Background: an optimization exercise with open tools, aiming at a short achievable clock period and few clock cycles per item. Do not read the settings as production practice. Where RTL was checked, it was by simulation tests only, not by an equivalence proof against the original.

Setup of run 1:
==> flow/design.v (excerpt) <==
module mm_gcd (
    clock,
    reset,
    a,
    b,
    c,
    start,
    finished
);
Settings: LEC_CHECK=0, CAP_MARGIN=20, CORE_MARGIN=2, CORE_UTILIZATION=30, SETUP_SLACK_MARGIN=1.0, SLEW_MARGIN=20, TNS_END_PERCENT=100; clock period 5.0 ns.
run.sh (not shown) runs the stock make flow with config.mk's settings and CLKGATE_MAP_FILE= SYNTH_SCRIPT=/design/flow/synth_recipe.tcl, a recipe that flattens the netlist after the stock synthesis.
Testbench counts of run 1, summed over its fixed seeds: cycles 28,447, items 2,400.
Here is what was changed in the inputs of run 2 compared with run 1.
Settings: SETUP_SLACK_MARGIN now 0.8, was 1.0; CORE_UTILIZATION now 40, was 30; ABC_AREA now 0, previously not set; SLEW_MARGIN now 30, was 20; CAP_MARGIN now 30, was 20.
Results
Run 2 went all the way through the flow, and no timing, DRC or antenna check failed.
Against run 1, run 2 comes in 2.0% higher on global placement routability congestion.
met3 usage in run 2 is 1.1 points above run 1.
As of run 2, final non-filler cell area had fallen by a few percent compared to run 1.
In the flow results for run 2 and run 1, the stage delay of the slowest cell on the critical path is larger on run 1.
Taking run 1 as the reference point, the placeable core region of run 2 falls by about 25%.
Compared with run 1, run 2 shows a share of final-layout standard cells stronger than drive strength 1 that is 1.3 points lower.
Run 2 ended up with fin as its destination of the critical timing path; run 1 ended up with u[25].
In the tables for run 2 and run 1, post-CTS setup repair buffer count reads lower with run 1.
The following lists how run 3 was set up differently from run 2:
Settings: changing CAP_MARGIN from 30 to 20; setting PLACE_DENSITY to 0.75 for the first time; removing ABC_AREA (formerly 0); changing SETUP_SLACK_MARGIN from 0.8 to 0.6; changing CORE_UTILIZATION from 40 to 35; changing SLEW_MARGIN from 30 to 20.
### Flow results
The cell area reported for run 3 is smaller than that of run 2 by 5.2%.
Count of clock-buffer cells in the layout down 1 in run 3 wrt run 2
When run 3 is measured against run 2, its wire length of the first global-routing pass turns out 12000 um lower.
Looking at post-route worst setup slack, run 3 sits 0.072 ns lower than run 2 does.
Diff run 2 -> run 3: routed length on met2 shrank by 6700 um; non-filler instance count after layout grew by 31.
Well tap count is lower on run 2

== main ==
The RTL this note starts from:
==> flow/design.v <==
`timescale 1ns/10ps
module mm_gcd (
    clock,
    reset,
    a,
    b,
    c,
    start,
    finished
);
input clock;
input reset;
input [31:0] a;
input [31:0] b;
output [31:0] c;
input start;
output finished;
reg [32:0] u;      
reg [32:0] v;      
reg [4:0] k;
reg fin;
reg fix;
reg [4:0] qu;      
reg [4:0] qv;      
wire [31:0] mag = u[32] ? {~u[31:1], 1'b1} : u[31:0];
assign finished = fin;
assign c = mag << k;
function [4:0] ctz32;
    input [31:0] x;
    integer i;
    begin
        ctz32 = 5'd0;
        for (i = 31; i >= 0; i = i - 1)
            if (x[i]) ctz32 = i;
    end
endfunction
function [5:0] ctz33;
    input [32:0] x;
    integer i;
    begin
        ctz33 = 6'd0;
        for (i = 32; i >= 0; i = i - 1)
            if (x[i]) ctz33 = i;
    end
endfunction
function [4:0] qtab;
    input [2:0] l;
    input [2:0] s;
    begin
        case ({l, s})
            6'o00: qtab = 5'b00011;
            6'o01: qtab = 5'b01000;
            6'o02: qtab = 5'b10000;
            6'o03: qtab = 5'b00110;
            6'o04: qtab = 5'b00101;
            6'o05: qtab = 5'b10011;
            6'o06: qtab = 5'b01011;
            6'o07: qtab = 5'b00000;
            6'o10: qtab = 5'b10011;
            6'o11: qtab = 5'b00011;
            6'o12: qtab = 5'b00110;
            6'o13: qtab = 5'b01011;
            6'o14: qtab = 5'b01000;
            6'o15: qtab = 5'b00101;
            6'o16: qtab = 5'b00000;
            6'o17: qtab = 5'b10000;
            6'o20: qtab = 5'b01011;
            6'o21: qtab = 5'b00110;
            6'o22: qtab = 5'b00011;
            6'o23: qtab = 5'b10011;
            6'o24: qtab = 5'b10000;
            6'o25: qtab = 5'b00000;
            6'o26: qtab = 5'b00101;
            6'o27: qtab = 5'b01000;
            6'o30: qtab = 5'b00110;
            6'o31: qtab = 5'b10000;
            6'o32: qtab = 5'b01000;
            6'o33: qtab = 5'b00011;
            6'o34: qtab = 5'b00000;
            6'o35: qtab = 5'b01011;
            6'o36: qtab = 5'b10011;
            6'o37: qtab = 5'b00101;
            6'o40: qtab = 5'b00101;
            6'o41: qtab = 5'b10011;
            6'o42: qtab = 5'b01011;
            6'o43: qtab = 5'b00000;
            6'o44: qtab = 5'b00011;
            6'o45: qtab = 5'b01000;
            6'o46: qtab = 5'b10000;
            6'o47: qtab = 5'b00110;
            6'o50: qtab = 5'b01000;
            6'o51: qtab = 5'b00101;
            6'o52: qtab = 5'b00000;
            6'o53: qtab = 5'b10000;
            6'o54: qtab = 5'b10011;
            6'o55: qtab = 5'b00011;
            6'o56: qtab = 5'b00110;
            6'o57: qtab = 5'b01011;
            6'o60: qtab = 5'b10000;
            6'o61: qtab = 5'b00000;
            6'o62: qtab = 5'b00101;
            6'o63: qtab = 5'b01000;
            6'o64: qtab = 5'b01011;
            6'o65: qtab = 5'b00110;
            6'o66: qtab = 5'b00011;
            6'o67: qtab = 5'b10011;
            6'o70: qtab = 5'b00000;
            6'o71: qtab = 5'b01011;
            6'o72: qtab = 5'b10011;
            6'o73: qtab = 5'b00101;
            6'o74: qtab = 5'b00110;
            6'o75: qtab = 5'b10000;
            6'o76: qtab = 5'b01000;
            6'o77: qtab = 5'b00011;
        endcase
    end
endfunction
function [72:0] step;
    input [32:0] l;
    input [32:0] s;
    input [4:0] q;
    reg [35:0] le, se, sn, sp, x, y, ps, cs, p, g, z;
    reg [2:0] t;
    reg [2:0] lo;
    reg c4, more;
    integer i;
    begin
        le = {{3{l[32]}}, l};
        se = {{3{s[32]}}, s};
        sn = ~se ^ 36'd1;                   
        sp = q[1] ? sn : se;
        x = ({36{q[4]}} & (sp << 1)) | ({36{q[3]}} & (sp << 2)) | ({36{q[2]}} & (sp << 3));
        y = q[0] ? sn : se;
        ps = le ^ x ^ y;
        cs = ((le & x) | (le & y) | (x & y)) << 1;
        p = ps ^ cs;
        g = ps & cs;
        z = p ^ ((ps | cs) << 1);
        c4 = (ps[3:0] != 4'd0) || (cs[3:0] != 4'd0);
        more = (z[11:4] == 8'd0);
        t = 3'd7;
        for (i = 10; i >= 4; i = i - 1)
            if (z[i]) t = i - 4;
        lo = 3'd0;
        for (i = 4; i <= 11; i = i + 1) begin
            if (t == i - 4)
                lo = {p[i+3] ^ (g[i+2] | (p[i+2] & g[i+1]) | (p[i+2] & p[i+1] & g[i])),
                      p[i+2] ^ (g[i+1] | (p[i+1] & g[i])),
                      p[i+1] ^ g[i]};
        end
        step = {ps[35:4], cs[35:4], c4, t, more, lo};
    end
endfunction
wire [4:0] za = ctz32(a);
wire [4:0] zb = ctz32(b);
wire [31:0] ao = a >> za;
wire [31:0] bo = b >> zb;
wire a_zero = (a == 32'd0);
wire b_zero = (b == 32'd0);
wire a_pow2 = ((a & (a - 32'd1)) == 32'd0);
wire b_pow2 = ((b & (b - 32'd1)) == 32'd0);
wire [33:0] sum_uv = {u[32], u} + {v[32], v};
wire [33:0] dif_uv = {u[32], u} - {v[32], v};
wire gt = (sum_uv[33] == dif_uv[33]);           
wire eq = (u == v) || (u[32:1] == ~v[32:1]);   
wire [31:0] psu, csu, psv, csv;
wire c4u, c4v, mu, mv;
wire [2:0] tu, tv, lu, lv;
assign {psu, csu, c4u, tu, mu, lu} = step(u, v, qu);
assign {psv, csv, c4v, tv, mv, lv} = step(v, u, qv);
wire [32:0] sumu = ({psu, 1'b1} + {csu, c4u});    
wire [32:0] sumv = ({psv, 1'b1} + {csv, c4v});
wire [31:0] ru = sumu[32:1];                      
wire [31:0] rv = sumv[32:1];
wire [32:0] wu = {{8{ru[31]}}, ru} >> tu;          
wire [32:0] wv = {{8{rv[31]}}, rv} >> tv;
function is_unit;
    input [31:0] r;
    input [2:0] t;
    reg [31:0] above;
    begin
        above = ~(32'd1 << t) & ~((32'd1 << t) - 32'd1);
        is_unit = ((r & above) == 32'd0) || ((~r & above) == 32'd0);
    end
endfunction
wire ou = is_unit(ru, tu);
wire ov = is_unit(rv, tv);
wire [5:0] zu = ctz33(u);
wire [32:0] uf = $signed(u) >>> zu;
always @(posedge clock) begin
    if (reset == 0) begin
        fin <= 1'b1;
        fix <= 1'b0;
    end
    else if (start) begin
        fix <= 1'b0;
        if (a_zero || b_zero) begin
            fin <= 1'b1;
            u <= {1'b0, a | b};
            k <= 5'd0;
        end
        else begin
            k <= (za < zb) ? za : zb;
            u <= (a_pow2 || b_pow2) ? 33'd1 : {1'b0, ao};
            v <= {1'b0, bo};
            fin <= a_pow2 || b_pow2 || (a == b);
            qu <= qtab(ao[3:1], bo[3:1]);
            qv <= qtab(bo[3:1], ao[3:1]);
        end
    end
    else if (!fin) begin
        if (fix) begin
            fix <= 1'b0;
            if (u == 33'd0) begin
                u <= v;
                fin <= 1'b1;
            end
            else begin
                u <= uf;
                fin <= (uf == 33'd1) || (uf == {33{1'b1}});
                qu <= qtab(uf[3:1], v[3:1]);
                qv <= qtab(v[3:1], uf[3:1]);
            end
        end
        else if (eq) begin
            fin <= 1'b1;
        end
        else if (gt) begin
            u <= wu;
            fin <= ou && !mu;
            fix <= mu;
            qu <= qtab(lu, v[3:1]);
            qv <= qtab(v[3:1], lu);
        end
        else begin
            u <= wv;
            v <= u;
            fin <= ov && !mv;
            fix <= mv;
            qu <= qtab(lv, u[3:1]);
            qv <= qtab(u[3:1], lv);
        end
    end
end
endmodule
==> flow/config.mk <==
export PLATFORM = sky130hd
export DESIGN_NAME = mm_gcd
export DESIGN_NICKNAME = mm_gcd
export VERILOG_FILES = /design/flow/design.v
export SDC_FILE = /design/flow/constraint.sdc
export NUM_CORES = 4
export LEC_CHECK = 0
export CAP_MARGIN = 20
export CORE_MARGIN = 2
export CORE_UTILIZATION = 40
export SLEW_MARGIN = 20
==> flow/constraint.sdc <==
create_clock -name core_clock -period 5.0 [get_ports {clock}]
set_input_delay 1.0000 -clock core_clock [delete_from_list [all_inputs] [get_ports {clock}]]
set_output_delay 1.0000 -clock core_clock [all_outputs]
set_load 0.01 [all_outputs]
Layout checks on main: not met. Flow itself completed; violations: setup timing.
> inputs changed (main -> the feature branch)
- SETUP_SLACK_MARGIN now 0.3, previously not set
- GPL_TIMING_DRIVEN now 1, previously not set
- CORE_UTILIZATION now 25, was 40
- TNS_END_PERCENT now 100, previously not set
- PLACE_DENSITY now 0.5, previously not set
## What came out
Looking at standard cell with the maximum stage delay on the critical path, the sky130_fd_sc_hd__fa_2 result is from the feature branch; the sky130_fd_sc_hd__fa_1 one comes from main. The feature branch -> main: complex-gate fraction of the synthesized area flat. Taking main as the reference, in the feature branch share of the clock period used by the worst path after layout +2.9 points; number of clock sinks ~0 delta. From main to the feature branch the numbers moved as follows: final critical path time including I/O delays and setup saw an increase; clock skew saw little to no change; setup slack saw a decrease. When the feature branch is set beside main, its layout buffering overhead excluding clock cells turns out to be 0.53 points smaller. [the feature branch] first-pass GRT wire length rose 2.1% relative to main. Although it ran to completion, the feature branch produced a layout that fails the final checks because of setup timing.
Function was not checked in any run of this note: the RTL went through the layout flow alone.

mm_gcd with an RTL version that a note above also has.
Size: ~100 I/O pins, roughly 25000 um^2 of cells after synthesis.
clock: 5.0 ns
lec_check: 0
cap_margin: 20
core_margin: 2
core_utilization: 35
setup_slack_margin: 0.6
slew_margin: 20
tns_end_percent: 100
The first run finished with timing, DRC and antenna clean.
Testbench counts at the start, summed over its fixed seeds: cycles 28,447, items 2,400.
Edit:
- CORE_UTILIZATION: 35 -> 40
- SETUP_SLACK_MARGIN: 0.6 -> 0.3
What happened: Routed wire length drops by 7.2%. Global-route usage climbs by 2.1 points. Synthesized area stays the same. Core utilization climbs by 1.6 points. Setup slack is worse by 0.16 ns.

separate check: timing with driven ports:
In the flow no input, the clock included, has a driving cell. The finished layouts below were timed again as built, in two steps.
Step 1, drivers: a clkbuf_16 drives clock and a buf_2 each remaining input, both assumed.
Step 2 adds t to the input delays and takes it off the output delays; t is the mean of the earliest and latest rising clock arrival at the registers after step 1. Input paths then give back, and output paths get back, about the clock's delay inside the block.
Slacks: ideal / step 1 / step 2; pairs: ideal / step 1.
run | shift t [ns] | setup slack, ns | worst hold slack (ns)
run 1 | 0.431 | 0.456 / 0.456 / 0.419 | 0.754 / 0.754 / 0.754
run 2 | 0.418 | 0.484 / 0.484 / 0.386 | 0.725 / 0.725 / 0.725
run 3 | 0.422 | 0.412 / 0.412 / 0.222 | 0.757 / 0.757 / 0.757
main | 0.441 | -0.629 / -0.629 / -0.633 | 0.949 / 0.949 / 0.949
the feature branch | 0.427 | -0.772 / -0.772 / -0.772 | 0.965 / 0.965 / 0.965
the first run of note 3 | 0.431 | 0.493 / 0.493 / 0.159 | 0.696 / 0.696 / 0.696
the second run of note 3 | 0.417 | 0.329 / 0.329 / 0.097 | 0.761 / 0.761 / 0.761
The setup slack of the first run of note 3, which loses most, moves by 0.000 ns with the drivers and by -0.334 ns with both steps.
